From an optimization exercise on the open Yosys and OpenROAD flow, aimed at small area and a short achievable clock period; shortcuts taken in it are not production practice.
Only simulation tests tie the RTL to the original design; equivalence was not proved.
The clock input has no modelled driver; a real chip could not lean on it and would need a root buffer or a full tree.
Power and IR drop assume default switching activity.

==> inputs of v12 <==
## voting_machine
module voting_machine(clk, reset, vote_r, vote_b, confirmY, confirmN, hex_count0, hex_count1, hex_count2, hex_count3,enable_vga,VGA_R,VGA_G,VGA_B,VGA_HS,VGA_VS,VGA_SYNC,VGA_BLANK);
input clk, reset, vote_r, vote_b, confirmY, confirmN, enable_vga;
output [6:0] hex_count0, hex_count1, hex_count2, hex_count3;
output [7:0] VGA_R, VGA_G, VGA_B;
output VGA_BLANK, VGA_SYNC, VGA_HS, VGA_VS;
localparam [3:0]
	S_WAIT   = 4'b0000,
	S_RP     = 4'b0001,
	S_RR     = 4'b0010,
	S_BP     = 4'b0100,
	S_BR     = 4'b0101,
	S_DISP   = 4'b0111,
	S_CW_R   = 4'b1000,
	S_CW_B   = 4'b1001,
	S_YP_R   = 4'b1010,
	S_YP_B   = 4'b1011,
	S_YR_R   = 4'b1100,
	S_YR_B   = 4'b1101,
	S_NP     = 4'b1110,
	S_NR     = 4'b1111;
reg [3:0] state;
reg [15:0] count_t, count_b;
wire [16:0] ct, cb;
assign ct[0] = (state == S_YR_R) || (state == S_YR_B);
assign cb[0] = (state == S_YR_B);
genvar gi;
generate for (gi = 0; gi < 16; gi = gi + 1) begin : g_inc
	assign ct[gi+1] = ct[gi] & count_t[gi];
	assign cb[gi+1] = cb[gi] & count_b[gi];
end endgenerate
wire [15:0] inc_t = ct[15:0];
wire [15:0] inc_b = cb[15:0];
reg [3:0] nstate;
always @(*)
	case (state)
		S_WAIT:  nstate = !vote_b ? S_BP : !vote_r ? S_RP : enable_vga ? S_DISP : S_WAIT;
		S_BP:    nstate = !vote_b ? S_BP : S_BR;
		S_BR:    nstate = S_CW_B;
		S_RP:    nstate = !vote_r ? S_RP : S_RR;
		S_RR:    nstate = S_CW_R;
		S_CW_R:  nstate = !confirmY ? S_YP_R : !confirmN ? S_NP : S_CW_R;
		S_CW_B:  nstate = !confirmY ? S_YP_B : !confirmN ? S_NP : S_CW_B;
		S_YP_R:  nstate = !confirmY ? S_YP_R : S_YR_R;
		S_YP_B:  nstate = !confirmY ? S_YP_B : S_YR_B;
		S_YR_R:  nstate = S_WAIT;
		S_YR_B:  nstate = S_WAIT;
		S_NP:    nstate = !confirmN ? S_NP : S_NR;
		S_NR:    nstate = S_WAIT;
		S_DISP:  nstate = enable_vga ? S_DISP : S_WAIT;
		default: nstate = state;
	endcase
reg disp, off;
always @(posedge clk or negedge reset)
	if (!reset) begin
		state <= S_WAIT;
		disp <= 1'b0;
		off <= 1'b1;
		count_t <= 16'd0;
		count_b <= 16'd0;
	end else begin
		state <= nstate;
		disp <= (nstate == S_DISP);
		off <= !nstate[3] && (nstate != S_DISP);
		count_t <= count_t ^ inc_t;
		count_b <= count_b ^ inc_b;
	end
sevseg u_sevseg(count_t, disp, off, hex_count0, hex_count1, hex_count2, hex_count3);
wire vga_run = disp && enable_vga;
  ...
export LEC_CHECK = 0
export CAP_MARGIN = 20
export CORE_MARGIN = 2
export CORE_UTILIZATION = 40
export SLEW_MARGIN = 20
create_clock -name core_clock -period 100.0 [get_ports {clk}]
standard.sh (not shown) runs the stock make flow with config.mk's settings and CLKGATE_MAP_FILE= SYNTH_SCRIPT=/design/flow/synth_recipe.tcl, a recipe that flattens the netlist after the stock synthesis.
==> flow/flow/run.sh <==
#!/bin/bash
# The standard layout (standard.sh) with three changes:
#  - after the standard synthesis, the combinational logic between the
#    registers is mapped again with an area-oriented ABC script; every
#    register keeps its instance name and cell type (flow/resynth.sh);
#  - ports are buffered with the smallest buffer instead of the delay buffer
#    buffer_ports picks by default;
#  - clock tree synthesis uses smaller clock buffers and no dummy loads.
# Each tool's output goes to a log file of its own in this folder.
set -euo pipefail
KNOBS=(
  "PRE_CTS_TCL=$PWD/flow/clock_tree.tcl"
  "BUFFER_PORTS_ARGS=-buffer_cell sky130_fd_sc_hd__buf_1"
  "CTS_ARGS=-sink_clustering_enable -repair_clock_nets -dont_use_dummy_load -buf_list {sky130_fd_sc_hd__clkbuf_4 sky130_fd_sc_hd__clkbuf_8}"
)
RES=orfs/results/${FLOW_PLATFORM}/voting_machine/base
bash standard.sh "${KNOBS[@]}" "$PWD/$RES/1_2_yosys.v" > synth.log 2>&1
bash flow/resynth.sh "$RES/1_2_yosys.v" > resynth.log 2>&1
bash standard.sh "${KNOBS[@]}" finish > layout.log 2>&1
==> flow/flow/clock_tree.tcl <==
# Clock tree of one level: the clock port drives NBUF clock buffers, each
# driving the clock pins of one group of registers (groups by k-means on
# register location). Replaces clock_tree_synthesis for this small design.
set nbuf 4
set block [ord::get_db_block]
set db [ord::get_db]
set clknet [$block findNet clk]
set sinks {}
foreach it [$clknet getITerms] {
  set inst [$it getInst]
  lassign [$inst getLocation] x y
  set m [$inst getMaster]
  set cx [expr {$x + [$m getWidth] / 2}]
  set cy [expr {$y + [$m getHeight] / 2}]
  lappend sinks [list $it $cx $cy]
}
set n [llength $sinks]
puts "manual clock tree: $n sinks, $nbuf buffers"
# k-means, seeded by spreading over the sinks sorted by x then y
set sorted [lsort -integer -index 1 $sinks]
set cent {}
for {set k 0} {$k < $nbuf} {incr k} {
  set s [lindex $sorted [expr {int(($k + 0.5) * $n / $nbuf)}]]
  lappend cent [list [lindex $s 1] [lindex $s 2]]
}
for {set iter 0} {$iter < 30} {incr iter} {
  set groups {}
  for {set k 0} {$k < $nbuf} {incr k} { lappend groups {} }
  foreach s $sinks {
    set best 0; set bd 1e30
    for {set k 0} {$k < $nbuf} {incr k} {
      lassign [lindex $cent $k] gx gy
      set d [expr {abs([lindex $s 1] - $gx) + abs([lindex $s 2] - $gy)}]
      if {$d < $bd} { set bd $d; set best $k }
    }
    lset groups $best [concat [lindex $groups $best] [list $s]]
  }
  set newc {}
  for {set k 0} {$k < $nbuf} {incr k} {
    set g [lindex $groups $k]
    if {[llength $g] == 0} { lappend newc [lindex $cent $k]; continue }
    set sx 0; set sy 0
    foreach s $g { set sx [expr {$sx + [lindex $s 1]}]; set sy [expr {$sy + [lindex $s 2]}] }
    lappend newc [list [expr {$sx / [llength $g]}] [expr {$sy / [llength $g]}]]
  }
  set cent $newc
}
set master [$db findMaster sky130_fd_sc_hd__clkbuf_16]
for {set k 0} {$k < $nbuf} {incr k} {
  set g [lindex $groups $k]
  if {[llength $g] == 0} continue
  set buf [odb::dbInst_create $block $master "clkbuf_m_$k"]
  set net [odb::dbNet_create $block "clknet_m_$k"]
  $net setSigType CLOCK
  [$buf findITerm A] connect $clknet
  [$buf findITerm X] connect $net
  foreach s $g {
    set it [lindex $s 0]
    $it disconnect
    $it connect $net
  }
  lassign [lindex $cent $k] gx gy
  $buf setLocation [expr {int($gx)}] [expr {int($gy)}]
  $buf setPlacementStatus PLACED
  puts "  buffer $k: [llength $g] sinks at $gx $gy"
}
$clknet setSigType CLOCK
global_connect
rename clock_tree_synthesis my_unused_clock_tree_synthesis
proc clock_tree_synthesis {args} {
  puts "clock_tree_synthesis skipped: clock tree built by PRE_CTS_TCL"
  set_propagated_clock [all_clocks]
}
Other scripts of this flow, unchanged in this note and not shown: flow/flow/resynth.sh
==> v6: changes against v12 <==
--- a/flow/design.v
+++ b/flow/design.v
@@ -30,18 +30,18 @@
 assign VGA_B = {8{vb}};
 assign VGA_HS = hs;
 assign VGA_VS = vs;
 assign VGA_BLANK = blank;
 assign VGA_SYNC = 1'b0;
 reg [4:0] pl;
 reg [5:0] ph;
 reg [9:0] lc;
-wire pl_wrap = (pl == 5'd19);
-wire pc_wrap = (ph == 6'd52) && (pl == 5'd17);
+wire pl_wrap = (pl == 5'd26);
+wire pc_wrap = (ph == 6'd39) && (pl == 5'd4);
 wire lc_wrap = (lc == 10'd626);
 wire [5:0] cpl;
 wire [6:0] cph;
 wire [10:0] clc;
 assign cpl[0] = 1'b1;
 assign cph[0] = pl_wrap;
 assign clc[0] = pc_wrap;
 genvar gi;
@@ -66,21 +66,20 @@
 end
 function ge;
 	input [5:0] h;
 	input [4:0] l;
 	ge = (ph > h) || (ph == h && pl >= l);
 endfunction
 wire [4:0] cyc = pl;
 wire [3:0] j = ph[3:0];
-wire redp = ph[5];
-wire active = !ph[4] && (j <= 4'd9);
+wire redp = ph[4];
 wire c0 = (cyc == 5'd0);
-reg [19:0] e;
-reg prev, c1, c2, brw, nz, dec, f_red, f_blue;
+reg [26:0] e;
+reg prev, c1, c2, brw, nz, f_red, f_blue;
 wire t_c = cnt_t[cyc[3:0]];
 wire b_c = cnt_b[cyc[3:0]];
 wire brw_in = c0 ? 1'b0 : brw;
 wire r_c = t_c ^ b_c ^ brw_in;
 wire hi = cyc[4];
 wire xv = !hi & (redp ? r_c : b_c);
 wire yv = !hi & (redp ? b_c : r_c);
 reg aj, cj;
@@ -110,66 +109,58 @@
 wire yneg = !lk & cj;
 wire fb = (c0 || j == 4'd0) ? 1'b0 : prev;
 wire opa = aj & xv;
 wire opb = ypos ? yv : yneg ? !yv : 1'b0;
 wire c1_in = c0 ? 1'b0 : c1;
 wire c2_in = c0 ? yneg : c2;
 wire s1 = fb ^ opa ^ c1_in;
 wire e_new = s1 ^ opb ^ c2_in;
-wire big = (e_new != e[19]) || (e[19] != e[18]);
-wire pass_end = pl_wrap && active;
-wire decide = pass_end && !dec && (big || j == 4'd9);
-wire flag = !e_new & nz;
 always @(posedge clk) begin
-	e <= {e_new, e[19:1]};
+	e <= {e_new, e[26:1]};
 	prev <= e[0];
 	c1 <= (fb & opa) | (fb & c1_in) | (opa & c1_in);
 	c2 <= (s1 & opb) | (s1 & c2_in) | (opb & c2_in);
 	brw <= (!t_c & b_c) | (!(t_c ^ b_c) & brw_in);
 	nz <= (c0 ? 1'b0 : nz) | (!hi & (t_c | b_c));
-	if (pass_end && j == 4'd0)
-		dec <= 1'b0;   
-	else if (decide)
-		dec <= 1'b1;
-	if (decide) begin
-		if (redp) f_red <= flag;
-		else f_blue <= flag;
+	if (pl_wrap && j == 4'd9 && !ph[5]) begin
+		if (redp) f_red <= !e_new & nz;
+		else f_blue <= !e_new & nz;
 	end
 end
-wire px  = ge(6'd12, 5'd11) && !ge(6'd52, 5'd2);
-wire py  = ge(6'd12, 5'd11) && !ge(6'd13, 5'd2);
-wire pb1 = ge(6'd20, 5'd1) && !ge(6'd25, 5'd2);
-wire pb2 = ge(6'd40, 5'd1) && !ge(6'd45, 5'd2);
+wire px  = ge(6'd9, 5'd8) && !ge(6'd38, 5'd16);
+wire py  = ge(6'd9, 5'd8) && !ge(6'd9, 5'd19);
+wire pb1 = ge(6'd14, 5'd23) && !ge(6'd18, 5'd16);
+wire pb2 = ge(6'd29, 5'd18) && !ge(6'd33, 5'd11);
 wire lx  = (lc >= 10'd600) && (lc <= 10'd610);
 wire ly  = (lc >= 10'd40) && (lc <= 10'd610);
 wire lg  = (lc == 10'd96) || (lc == 10'd97) || (lc == 10'd152) || (lc == 10'd153) ||
            (lc == 10'd208) || (lc == 10'd209) || (lc == 10'd264) || (lc == 10'd265) ||
            (lc == 10'd320) || (lc == 10'd321) || (lc == 10'd376) || (lc == 10'd377) ||
            (lc == 10'd432) || (lc == 10'd433) || (lc == 10'd488) || (lc == 10'd489) ||
            (lc == 10'd544) || (lc == 10'd545);
 wire axis = (px && lx) || (py && ly);
 wire bar1 = pb1 && ly && f_red;
 wire bar2 = pb2 && ly && f_blue;
 wire grid = px && lg;
 wire col_r = !axis && (bar1 || !(bar2 || grid));
 wire col_g = axis || !(bar1 || bar2 || grid);
 wire col_b = !axis && !bar1 && (bar2 || !grid);
-wire vis = ge(6'd12, 5'd0) && !ge(6'd52, 5'd0);
+wire vis = ge(6'd8, 5'd24) && !ge(6'd38, 5'd14);
 always @(posedge clk or negedge rst)
 	if (!rst) begin
 		vr <= 1'b0; vg <= 1'b0; vb <= 1'b0;
 		hs <= 1'b0; vs <= 1'b0; blank <= 1'b1;
 	end else begin
 		vr <= run && vis && col_r;
 		vg <= run && vis && col_g;
 		vb <= run && vis && col_b;
-		hs <= run && ge(6'd4, 5'd0);
+		hs <= run && ge(6'd2, 5'd26);
 		vs <= run && (lc >= 10'd3);
-		blank <= !run || !((ge(6'd4, 5'd0) && !ge(6'd12, 5'd0)) || ge(6'd52, 5'd0)) ||
+		blank <= !run || !((ge(6'd2, 5'd26) && !ge(6'd8, 5'd24)) || ge(6'd38, 5'd14)) ||
 		         ((lc >= 10'd3) && (lc < 10'd24)) || (lc >= 10'd624);
 	end
 endmodule
 module voting_machine(clk, reset, vote_r, vote_b, confirmY, confirmN, hex_count0, hex_count1, hex_count2, hex_count3,enable_vga,VGA_R,VGA_G,VGA_B,VGA_HS,VGA_VS,VGA_SYNC,VGA_BLANK);
 input clk, reset, vote_r, vote_b, confirmY, confirmN, enable_vga;
 output [6:0] hex_count0, hex_count1, hex_count2, hex_count3;
 output [7:0] VGA_R, VGA_G, VGA_B;
 output VGA_BLANK, VGA_SYNC, VGA_HS, VGA_VS;
--- a/flow/flow/run.sh
+++ b/flow/flow/run.sh
@@ -4,16 +4,16 @@
 #    registers is mapped again with an area-oriented ABC script; every
 #    register keeps its instance name and cell type (flow/resynth.sh);
 #  - ports are buffered with the smallest buffer instead of the delay buffer
 #    buffer_ports picks by default;
 #  - clock tree synthesis uses smaller clock buffers and no dummy loads.
 # Each tool's output goes to a log file of its own in this folder.
 set -euo pipefail
 KNOBS=(
-  "PRE_CTS_TCL=$PWD/flow/clock_tree.tcl"
+  "SETUP_SLACK_MARGIN=78.8"
   "BUFFER_PORTS_ARGS=-buffer_cell sky130_fd_sc_hd__buf_1"
   "CTS_ARGS=-sink_clustering_enable -repair_clock_nets -dont_use_dummy_load -buf_list {sky130_fd_sc_hd__clkbuf_4 sky130_fd_sc_hd__clkbuf_8}"
 )
 RES=orfs/results/${FLOW_PLATFORM}/voting_machine/base
 bash standard.sh "${KNOBS[@]}" "$PWD/$RES/1_2_yosys.v" > synth.log 2>&1
 bash flow/resynth.sh "$RES/1_2_yosys.v" > resynth.log 2>&1
 bash standard.sh "${KNOBS[@]}" finish > layout.log 2>&1
- CAP_MARGIN: 20 -> 60
- SLEW_MARGIN: 20 -> 60
removed: flow/flow/clock_tree.tcl
==> v1: changes against v12 <==
--- a/flow/design.v
+++ b/flow/design.v
@@ -30,18 +30,18 @@
 assign VGA_B = {8{vb}};
 assign VGA_HS = hs;
 assign VGA_VS = vs;
 assign VGA_BLANK = blank;
 assign VGA_SYNC = 1'b0;
 reg [4:0] pl;
 reg [5:0] ph;
 reg [9:0] lc;
-wire pl_wrap = (pl == 5'd19);
-wire pc_wrap = (ph == 6'd52) && (pl == 5'd17);
+wire pl_wrap = (pl == 5'd26);
+wire pc_wrap = (ph == 6'd39) && (pl == 5'd4);
 wire lc_wrap = (lc == 10'd626);
 wire [5:0] cpl;
 wire [6:0] cph;
 wire [10:0] clc;
 assign cpl[0] = 1'b1;
 assign cph[0] = pl_wrap;
 assign clc[0] = pc_wrap;
 genvar gi;
@@ -66,21 +66,20 @@
 end
 function ge;
 	input [5:0] h;
 	input [4:0] l;
 	ge = (ph > h) || (ph == h && pl >= l);
 endfunction
 wire [4:0] cyc = pl;
 wire [3:0] j = ph[3:0];
-wire redp = ph[5];
-wire active = !ph[4] && (j <= 4'd9);
+wire redp = ph[4];
 wire c0 = (cyc == 5'd0);
-reg [19:0] e;
-reg prev, c1, c2, brw, nz, dec, f_red, f_blue;
+reg [26:0] e;
+reg prev, c1, c2, brw, nz, f_red, f_blue;
 wire t_c = cnt_t[cyc[3:0]];
 wire b_c = cnt_b[cyc[3:0]];
 wire brw_in = c0 ? 1'b0 : brw;
 wire r_c = t_c ^ b_c ^ brw_in;
 wire hi = cyc[4];
 wire xv = !hi & (redp ? r_c : b_c);
 wire yv = !hi & (redp ? b_c : r_c);
 reg aj, cj;
@@ -110,66 +109,58 @@
 wire yneg = !lk & cj;
 wire fb = (c0 || j == 4'd0) ? 1'b0 : prev;
 wire opa = aj & xv;
 wire opb = ypos ? yv : yneg ? !yv : 1'b0;
 wire c1_in = c0 ? 1'b0 : c1;
 wire c2_in = c0 ? yneg : c2;
 wire s1 = fb ^ opa ^ c1_in;
 wire e_new = s1 ^ opb ^ c2_in;
-wire big = (e_new != e[19]) || (e[19] != e[18]);
-wire pass_end = pl_wrap && active;
-wire decide = pass_end && !dec && (big || j == 4'd9);
-wire flag = !e_new & nz;
 always @(posedge clk) begin
-	e <= {e_new, e[19:1]};
+	e <= {e_new, e[26:1]};
 	prev <= e[0];
 	c1 <= (fb & opa) | (fb & c1_in) | (opa & c1_in);
 	c2 <= (s1 & opb) | (s1 & c2_in) | (opb & c2_in);
 	brw <= (!t_c & b_c) | (!(t_c ^ b_c) & brw_in);
 	nz <= (c0 ? 1'b0 : nz) | (!hi & (t_c | b_c));
-	if (pass_end && j == 4'd0)
-		dec <= 1'b0;   
-	else if (decide)
-		dec <= 1'b1;
-	if (decide) begin
-		if (redp) f_red <= flag;
-		else f_blue <= flag;
+	if (pl_wrap && j == 4'd9 && !ph[5]) begin
+		if (redp) f_red <= !e_new & nz;
+		else f_blue <= !e_new & nz;
 	end
 end
-wire px  = ge(6'd12, 5'd11) && !ge(6'd52, 5'd2);
-wire py  = ge(6'd12, 5'd11) && !ge(6'd13, 5'd2);
-wire pb1 = ge(6'd20, 5'd1) && !ge(6'd25, 5'd2);
-wire pb2 = ge(6'd40, 5'd1) && !ge(6'd45, 5'd2);
+wire px  = ge(6'd9, 5'd8) && !ge(6'd38, 5'd16);
+wire py  = ge(6'd9, 5'd8) && !ge(6'd9, 5'd19);
+wire pb1 = ge(6'd14, 5'd23) && !ge(6'd18, 5'd16);
+wire pb2 = ge(6'd29, 5'd18) && !ge(6'd33, 5'd11);
 wire lx  = (lc >= 10'd600) && (lc <= 10'd610);
 wire ly  = (lc >= 10'd40) && (lc <= 10'd610);
 wire lg  = (lc == 10'd96) || (lc == 10'd97) || (lc == 10'd152) || (lc == 10'd153) ||
            (lc == 10'd208) || (lc == 10'd209) || (lc == 10'd264) || (lc == 10'd265) ||
            (lc == 10'd320) || (lc == 10'd321) || (lc == 10'd376) || (lc == 10'd377) ||
            (lc == 10'd432) || (lc == 10'd433) || (lc == 10'd488) || (lc == 10'd489) ||
            (lc == 10'd544) || (lc == 10'd545);
 wire axis = (px && lx) || (py && ly);
 wire bar1 = pb1 && ly && f_red;
 wire bar2 = pb2 && ly && f_blue;
 wire grid = px && lg;
 wire col_r = !axis && (bar1 || !(bar2 || grid));
 wire col_g = axis || !(bar1 || bar2 || grid);
 wire col_b = !axis && !bar1 && (bar2 || !grid);
-wire vis = ge(6'd12, 5'd0) && !ge(6'd52, 5'd0);
+wire vis = ge(6'd8, 5'd24) && !ge(6'd38, 5'd14);
 always @(posedge clk or negedge rst)
 	if (!rst) begin
 		vr <= 1'b0; vg <= 1'b0; vb <= 1'b0;
 		hs <= 1'b0; vs <= 1'b0; blank <= 1'b1;
 	end else begin
 		vr <= run && vis && col_r;
 		vg <= run && vis && col_g;
 		vb <= run && vis && col_b;
-		hs <= run && ge(6'd4, 5'd0);
+		hs <= run && ge(6'd2, 5'd26);
 		vs <= run && (lc >= 10'd3);
-		blank <= !run || !((ge(6'd4, 5'd0) && !ge(6'd12, 5'd0)) || ge(6'd52, 5'd0)) ||
+		blank <= !run || !((ge(6'd2, 5'd26) && !ge(6'd8, 5'd24)) || ge(6'd38, 5'd14)) ||
 		         ((lc >= 10'd3) && (lc < 10'd24)) || (lc >= 10'd624);
 	end
 endmodule
 module voting_machine(clk, reset, vote_r, vote_b, confirmY, confirmN, hex_count0, hex_count1, hex_count2, hex_count3,enable_vga,VGA_R,VGA_G,VGA_B,VGA_HS,VGA_VS,VGA_SYNC,VGA_BLANK);
 input clk, reset, vote_r, vote_b, confirmY, confirmN, enable_vga;
 output [6:0] hex_count0, hex_count1, hex_count2, hex_count3;
 output [7:0] VGA_R, VGA_G, VGA_B;
 output VGA_BLANK, VGA_SYNC, VGA_HS, VGA_VS;
--- a/flow/flow/clock_tree.tcl
+++ b/flow/flow/clock_tree.tcl
@@ -1,8 +1,27 @@
+# Drive strength: registers that start paths to the output ports get the
+# strongest variant of their cell type, then cells on the slowest paths to the
+# outputs are sized up (sizing only: no buffers, no restructuring).
+set db [ord::get_db]
+set block [ord::get_db_block]
+foreach inst [$block getInsts] {
+  set n [$inst getName]
+  if {[string match "count_t*" $n] || [string match "disp*" $n] || [string match "off*" $n]} {
+    set m [[$inst getMaster] getName]
+    regsub {_[12]$} $m {_4} nm
+    if {$nm ne $m} {
+      set nmaster [$db findMaster $nm]
+      if {$nmaster ne "NULL" && $nmaster ne ""} { $inst swapMaster $nmaster; puts "upsized $n to $nm" }
+    }
+  }
+}
+estimate_parasitics -placement
+repair_timing -setup -setup_margin 79.0 -sequence "sizeup,swap" -skip_last_gasp -verbose
+
 # Clock tree of one level: the clock port drives NBUF clock buffers, each
 # driving the clock pins of one group of registers (groups by k-means on
 # register location). Replaces clock_tree_synthesis for this small design.
 set nbuf 4
 set block [ord::get_db_block]
 set db [ord::get_db]
 set clknet [$block findNet clk]
 set sinks {}
- CAP_MARGIN: 20 -> 60
- SLEW_MARGIN: 20 -> 60
==> v24: changes against v12 <==
--- a/flow/design.v
+++ b/flow/design.v
@@ -30,18 +30,18 @@
 assign VGA_B = {8{vb}};
 assign VGA_HS = hs;
 assign VGA_VS = vs;
 assign VGA_BLANK = blank;
 assign VGA_SYNC = 1'b0;
 reg [4:0] pl;
 reg [5:0] ph;
 reg [9:0] lc;
-wire pl_wrap = (pl == 5'd19);
-wire pc_wrap = (ph == 6'd52) && (pl == 5'd17);
+wire pl_wrap = (pl == 5'd26);
+wire pc_wrap = (ph == 6'd39) && (pl == 5'd4);
 wire lc_wrap = (lc == 10'd626);
 wire [5:0] cpl;
 wire [6:0] cph;
 wire [10:0] clc;
 assign cpl[0] = 1'b1;
 assign cph[0] = pl_wrap;
 assign clc[0] = pc_wrap;
 genvar gi;
@@ -66,21 +66,20 @@
 end
 function ge;
 	input [5:0] h;
 	input [4:0] l;
 	ge = (ph > h) || (ph == h && pl >= l);
 endfunction
 wire [4:0] cyc = pl;
 wire [3:0] j = ph[3:0];
-wire redp = ph[5];
-wire active = !ph[4] && (j <= 4'd9);
+wire redp = ph[4];
 wire c0 = (cyc == 5'd0);
-reg [19:0] e;
-reg prev, c1, c2, brw, nz, dec, f_red, f_blue;
+reg [26:0] e;
+reg prev, c1, c2, brw, nz, f_red, f_blue;
 wire t_c = cnt_t[cyc[3:0]];
 wire b_c = cnt_b[cyc[3:0]];
 wire brw_in = c0 ? 1'b0 : brw;
 wire r_c = t_c ^ b_c ^ brw_in;
 wire hi = cyc[4];
 wire xv = !hi & (redp ? r_c : b_c);
 wire yv = !hi & (redp ? b_c : r_c);
 reg aj, cj;
@@ -110,66 +109,58 @@
 wire yneg = !lk & cj;
 wire fb = (c0 || j == 4'd0) ? 1'b0 : prev;
 wire opa = aj & xv;
 wire opb = ypos ? yv : yneg ? !yv : 1'b0;
 wire c1_in = c0 ? 1'b0 : c1;
 wire c2_in = c0 ? yneg : c2;
 wire s1 = fb ^ opa ^ c1_in;
 wire e_new = s1 ^ opb ^ c2_in;
-wire big = (e_new != e[19]) || (e[19] != e[18]);
-wire pass_end = pl_wrap && active;
-wire decide = pass_end && !dec && (big || j == 4'd9);
-wire flag = !e_new & nz;
 always @(posedge clk) begin
-	e <= {e_new, e[19:1]};
+	e <= {e_new, e[26:1]};
 	prev <= e[0];
 	c1 <= (fb & opa) | (fb & c1_in) | (opa & c1_in);
 	c2 <= (s1 & opb) | (s1 & c2_in) | (opb & c2_in);
 	brw <= (!t_c & b_c) | (!(t_c ^ b_c) & brw_in);
 	nz <= (c0 ? 1'b0 : nz) | (!hi & (t_c | b_c));
-	if (pass_end && j == 4'd0)
-		dec <= 1'b0;   
-	else if (decide)
-		dec <= 1'b1;
-	if (decide) begin
-		if (redp) f_red <= flag;
-		else f_blue <= flag;
+	if (pl_wrap && j == 4'd9 && !ph[5]) begin
+		if (redp) f_red <= !e_new & nz;
+		else f_blue <= !e_new & nz;
 	end
 end
-wire px  = ge(6'd12, 5'd11) && !ge(6'd52, 5'd2);
-wire py  = ge(6'd12, 5'd11) && !ge(6'd13, 5'd2);
-wire pb1 = ge(6'd20, 5'd1) && !ge(6'd25, 5'd2);
-wire pb2 = ge(6'd40, 5'd1) && !ge(6'd45, 5'd2);
+wire px  = ge(6'd9, 5'd8) && !ge(6'd38, 5'd16);
+wire py  = ge(6'd9, 5'd8) && !ge(6'd9, 5'd19);
+wire pb1 = ge(6'd14, 5'd23) && !ge(6'd18, 5'd16);
+wire pb2 = ge(6'd29, 5'd18) && !ge(6'd33, 5'd11);
 wire lx  = (lc >= 10'd600) && (lc <= 10'd610);
 wire ly  = (lc >= 10'd40) && (lc <= 10'd610);
 wire lg  = (lc == 10'd96) || (lc == 10'd97) || (lc == 10'd152) || (lc == 10'd153) ||
            (lc == 10'd208) || (lc == 10'd209) || (lc == 10'd264) || (lc == 10'd265) ||
            (lc == 10'd320) || (lc == 10'd321) || (lc == 10'd376) || (lc == 10'd377) ||
            (lc == 10'd432) || (lc == 10'd433) || (lc == 10'd488) || (lc == 10'd489) ||
            (lc == 10'd544) || (lc == 10'd545);
 wire axis = (px && lx) || (py && ly);
 wire bar1 = pb1 && ly && f_red;
 wire bar2 = pb2 && ly && f_blue;
 wire grid = px && lg;
 wire col_r = !axis && (bar1 || !(bar2 || grid));
 wire col_g = axis || !(bar1 || bar2 || grid);
 wire col_b = !axis && !bar1 && (bar2 || !grid);
-wire vis = ge(6'd12, 5'd0) && !ge(6'd52, 5'd0);
+wire vis = ge(6'd8, 5'd24) && !ge(6'd38, 5'd14);
 always @(posedge clk or negedge rst)
 	if (!rst) begin
 		vr <= 1'b0; vg <= 1'b0; vb <= 1'b0;
 		hs <= 1'b0; vs <= 1'b0; blank <= 1'b1;
 	end else begin
 		vr <= run && vis && col_r;
 		vg <= run && vis && col_g;
 		vb <= run && vis && col_b;
-		hs <= run && ge(6'd4, 5'd0);
+		hs <= run && ge(6'd2, 5'd26);
 		vs <= run && (lc >= 10'd3);
-		blank <= !run || !((ge(6'd4, 5'd0) && !ge(6'd12, 5'd0)) || ge(6'd52, 5'd0)) ||
+		blank <= !run || !((ge(6'd2, 5'd26) && !ge(6'd8, 5'd24)) || ge(6'd38, 5'd14)) ||
 		         ((lc >= 10'd3) && (lc < 10'd24)) || (lc >= 10'd624);
 	end
 endmodule
 module voting_machine(clk, reset, vote_r, vote_b, confirmY, confirmN, hex_count0, hex_count1, hex_count2, hex_count3,enable_vga,VGA_R,VGA_G,VGA_B,VGA_HS,VGA_VS,VGA_SYNC,VGA_BLANK);
 input clk, reset, vote_r, vote_b, confirmY, confirmN, enable_vga;
 output [6:0] hex_count0, hex_count1, hex_count2, hex_count3;
 output [7:0] VGA_R, VGA_G, VGA_B;
 output VGA_BLANK, VGA_SYNC, VGA_HS, VGA_VS;
- CAP_MARGIN: 20 -> 60
- SLEW_MARGIN: 20 -> 60
==> qor summary <==
	v12	v6	v24	v1
Result of the run	timing/DRC/antenna clean	timing/DRC/antenna clean	timing/DRC/antenna clean	timing/DRC/antenna clean
Post-detail-place hpwl	7.78 mm	7.95 mm	7.74 mm	7.74 mm
Pin count of the biggest net entering global routing	29	45	45	45
Total instance count after detailed placement	749	750	749	749
Metal1 wirelength	5.01 mm	5.78 mm	5.29 mm	5.40 mm
Seq power	0.0000534 W	0.0000557 W	0.0000569 W	0.0000584 W
Total of cells resized after clock tree synthesis	0	61	0	59
Final core utilization	45.2%	53.2%	45.5%	47.2%
Setup Slack @ Placement	77.98 ns	78.17 ns	77.73 ns	77.73 ns
Routed met2 length	4.94 mm	6.03 mm	4.98 mm	5.11 mm
Endpoint of the worst hold path	u_vga.prev	u_vga.e[10]	u_vga.e[2]	u_vga.e[2]
Cell area reported after detailed placement	0.00508 mm2	0.00525 mm2	0.00513 mm2	0.00513 mm2
Int Power	0.0000669 W	0.0000834 W	0.0000684 W	0.0000714 W
Total combinational power	0.0000363 W	0.0000527 W	0.0000297 W	0.0000332 W
Worst R2R Setup Slack	95.79 ns	96.56 ns	96.47 ns	96.50 ns
Total routing resource utilization after global routing	16.3%	19.5%	16.7%	17.0%
Detailed router's first-iteration violation count	339	405	309	314
The clock cells of v12, v1 and v24 come from the design's own scripts or RTL, not from TritonCTS.

[what the ideal ports hide]
The results above use ideal ports. As a check the final layouts listed here were re-extracted and re-timed, cells and wires unchanged.
Step 1 (the two cells are an assumption about what drives the block):
set clk [get_ports {clk}]
set_driving_cell -lib_cell sky130_fd_sc_hd__clkbuf_16 $clk
set_driving_cell -lib_cell sky130_fd_sc_hd__buf_2 [delete_from_list [all_inputs] $clk]
Step 2 adds t to the input delays and takes it off the output delays; t is the mean of the earliest and latest rising clock arrival at the registers after step 1. Input paths then give back, and output paths get back, about the clock's delay inside the block.
Three values: ideal, step 1, step 2; two values: the first two.
run | t, ns | setup WS [ns] | hold WS [ns] | clock arrival spread, ns
v12 | 0.242 | 77.775 / 77.682 / 77.925 | 0.329 / 0.329 / 0.329 | 0.022 / 0.023
v6 | 0.397 | 77.884 / 77.847 / 78.244 | 0.329 / 0.329 / 0.329 | 0.015 / 0.014
v1 | 0.236 | 77.908 / 77.825 / 78.062 | 0.332 / 0.332 / 0.332 | 0.014 / 0.015
v24 | 0.235 | 77.547 / 77.464 / 77.699 | 0.331 / 0.331 / 0.331 | 0.021 / 0.022
After both steps every run listed still meets setup and hold.
